What follows belongs to an exercise in optimizing a design on an open flow for small area, a short achievable clock period and few clock cycles per item; a production flow would make more cautious choices.
Function was checked by simulation only, so behaviour that the tests miss may differ from the original.

## build 80
==> flow/design.v (excerpt) <==
module huffman_top (
    input         clk,
    input         reset,
    input         gray_valid,
    input  [7:0]  gray_data,
    output        CNT_valid,
    output [47:0] CNT,
    output        code_valid,
    output [47:0] HC,
    output [47:0] M
);
reg        vld, srt, mrg, clr, cnt_v, code_v, gm;
reg  [4:1] F;
always @(posedge clk or posedge reset) begin
    if (reset) begin
        vld <= 1'b0; srt <= 1'b0; mrg <= 1'b0; clr <= 1'b1;
        F <= 4'b0; cnt_v <= 1'b0; code_v <= 1'b0; gm <= 1'b0;
    end else begin
        vld    <= gray_valid;
        cnt_v  <= vld && !gray_valid;
        code_v <= mrg && !F[1];
        clr    <= mrg && !F[1];
        if (vld && !gray_valid) begin
            srt <= 1'b1;
            gm  <= 1'b0;
            F   <= 4'b1111;
        end else if (srt || mrg) begin
            if (!F[1]) begin
                srt <= 1'b0;
                if (srt) gm <= 1'b1;
                mrg <= srt;
                F   <= {4{srt}};
            end else
                F <= {1'b0, F[4:2]};
        end
    end
end
reg  [6:0] R [0:5];
reg  [2:0] p [0:5];
reg  [4:0] hc [0:5];
  ...
Settings: LEC_CHECK=0, ABC_AREA=1, CAP_MARGIN=20, CORE_MARGIN=2, CORE_UTILIZATION=40, CTS_BUF_LIST=sky130_fd_sc_hd__clkbuf_8, PLACE_DENSITY=0.75, SLEW_MARGIN=20; clock period 10.0 ns.
standard.sh (not shown) runs the stock make flow with config.mk's settings and CLKGATE_MAP_FILE= SYNTH_SCRIPT=/design/flow/synth_recipe.tcl, a recipe that flattens the netlist after the stock synthesis.
==> flow/flow/run.sh <==
#!/bin/bash
set -euo pipefail
export BUFFER_PORTS_ARGS="-buffer_cell sky130_fd_sc_hd__buf_1"
export SETUP_SLACK_MARGIN=6.7
bash standard.sh finish > flow.log 2>&1
Testbench counts of build 80, summed over its fixed seeds: cycles 35,840, images 320.
## Diff of input files: build 32 against build 80
Settings: PLACE_DENSITY no longer set, was 0.75.
--- a/flow/flow/run.sh
+++ b/flow/flow/run.sh
@@ -4 +4 @@
-export SETUP_SLACK_MARGIN=6.7
+export SETUP_SLACK_MARGIN=6.65
In terms of count of non-filler cells in the finished layout, build 32 and build 80 differ only marginally.
Pin count of the biggest net entering global routing in build 32 is 7 below build 80.
Met2 layer wire length in the routed design (build 32 over build 80): increase, 4.3%
For flip-flop and latch area, build 80 and build 32 come out practically identical.
met1 track demand over resource in global routing across build 32 and build 80: no real change.
In build 32, aggregate global-route resource usage is higher than in build 80.
Summary of the comparison: maximum frequency is lower in build 32, relative to build 80.
Number of hold buffers added after CTS came out exactly the same in build 32 and build 80.
Area overhead of the layout relative to synthesis was higher in the run labelled build 80.
> inputs changed (build 32 -> build 12)
Settings: swapping 20 for 0 in CAP_MARGIN; swapping 20 for 0 in SLEW_MARGIN.
--- a/flow/flow/run.sh
+++ b/flow/flow/run.sh
@@ -4 +4 @@
-export SETUP_SLACK_MARGIN=6.65
+export SETUP_SLACK_MARGIN=6.7
Compared build 32 against build 12; wire length of the first global-routing pass within noise. For the final wirelength, build 12 came in about 0.34% higher than build 32 did. As far as total half-perimeter wirelength after legalization and detailed placement goes, build 12 and build 32 are indistinguishable; the numbers are identical. Any difference in average via count per standard cell between build 32 and build 12 is small enough to ignore. The global-route usage on build 32 is in line with that on build 12. Where worst setup slack is concerned, build 32 is outperformed by build 12. Per the comparison of build 12 with build 32, cell area climbed 0.58%, count of unique library cells instantiated by Yosys shows no meaningful change, area growth from synthesis to final layout went up.
Input-level comparison between build 82 and build 12:
Settings: a change of CAP_MARGIN from 0 to 20; a change of SLEW_MARGIN from 0 to 20.
--- a/flow/flow/run.sh
+++ b/flow/flow/run.sh
@@ -4 +4 @@
-export SETUP_SLACK_MARGIN=6.7
+export SETUP_SLACK_MARGIN=6.8
## What came out
- Build 82: done, clean on timing, DRC and antenna
- Lower non-clock buffer count goes to build 12 over build 82.
- Build 12 → build 82: count of buffers added by post-CTS timing repair for setup shows an increase of 6; met3 layer usage reported by global route shows an increase of 0.15 points.
- Build 82 ends up with a final wirelength that is about 2.2% higher than in build 12.
- Build 82 vs. build 12: setup slack has increased, hold slack has decreased, post-layout net count has increased.
- Growth of design area from synthesis to finish: build 82 vs build 12 up 3.1 points

red:
huffman_top, a different RTL version from the one above (not shown whole).
Size in the first run: ~1100 cells after synthesis, ~120 flip-flops, roughly 8900 um2 of cells after synthesis.
clock: 10.0 ns
lec_check: 0
cap_margin: 20
core_margin: 2
core_utilization: 55
cts_buf_list: sky130_fd_sc_hd__clkbuf_8
slew_margin: 20
==> flow/flow/run.sh <==
#!/bin/bash
set -euo pipefail
export BUFFER_PORTS_ARGS="-buffer_cell sky130_fd_sc_hd__buf_1"
export SETUP_SLACK_MARGIN=6.5
bash standard.sh finish > flow.log 2>&1
The final layout from red, which completed every stage, passed the timing, design-rule and antenna checks at the end of the flow.
Testbench counts of red, summed over its fixed seeds: cycles 35,840, images 320.
For blue, these inputs were changed with respect to red:
Settings: changing CORE_UTILIZATION from 55 to 40.
==> comparison <==
On blue: portion of the clock cycle consumed by the worst path in the final layout is 2.2 points lower than what red gave. Worst setup path startpoint: R[0][4]$_DFF_P_ -> blue, gray_data[0] -> red. On worst hold margin, red tracks blue almost exactly. Taking red as the reference, in blue number of failing hold endpoints at the final stage shows no meaningful change; arrival time reported for the critical path endpoint now sits lower; post-placement worst setup slack +0.040 ns; critical path depth in cells higher. Compared with red, blue shows a lower final net count.
Edits applied to the flow inputs when going from blue to green:
diff --git a/flow/flow/run.sh b/flow/flow/run.sh
--- a/flow/flow/run.sh
+++ b/flow/flow/run.sh
@@ -4,0 +5 @@
+export TNS_END_PERCENT=0
==> comparison <==
On post-detailed-routing wire length, green tracks blue almost exactly.
Summary of green over blue: sequential cell area in the final layout did not really move; count of clock-buffer cells in the layout did not really move; clock period minus worst slack went up.

port drivers added, routing unchanged:
Ports are ideal in the flow. The routed layouts listed here were re-timed in OpenROAD.
Step 1 (the two cells are an assumption about what drives the block):
set clk [get_ports {clk}]
set_driving_cell -lib_cell sky130_fd_sc_hd__clkbuf_16 $clk
set_driving_cell -lib_cell sky130_fd_sc_hd__buf_2 [delete_from_list [all_inputs] $clk]
Step 2 also shifts input and output timing later by t, the mid clock arrival at the registers, as if the neighbouring blocks saw the same clock.
Slacks: ideal ports / drivers / drivers and shift; pairs: ideal ports / drivers.
run	t, ns	slack for setup (ns)	slew at the worst register clock pin (ns)
build 80	0.497	6.747 / 6.710 / 6.780	0.09 / 0.09
build 32	0.498	6.706 / 6.666 / 6.860	0.09 / 0.09
build 12	0.497	6.789 / 6.748 / 6.896	0.09 / 0.09
build 82	0.497	6.824 / 6.784 / 6.947	0.09 / 0.09
red	0.482	6.398 / 6.416 / 5.934	0.09 / 0.09
blue	0.500	6.617 / 6.617 / 6.155	0.08 / 0.08
green	0.498	6.547 / 6.547 / 6.086	0.08 / 0.08
After both steps setup and hold are still met in every run listed. The setup slack of red, which loses most, moves by +0.018 ns with the drivers and by -0.464 ns with both steps.
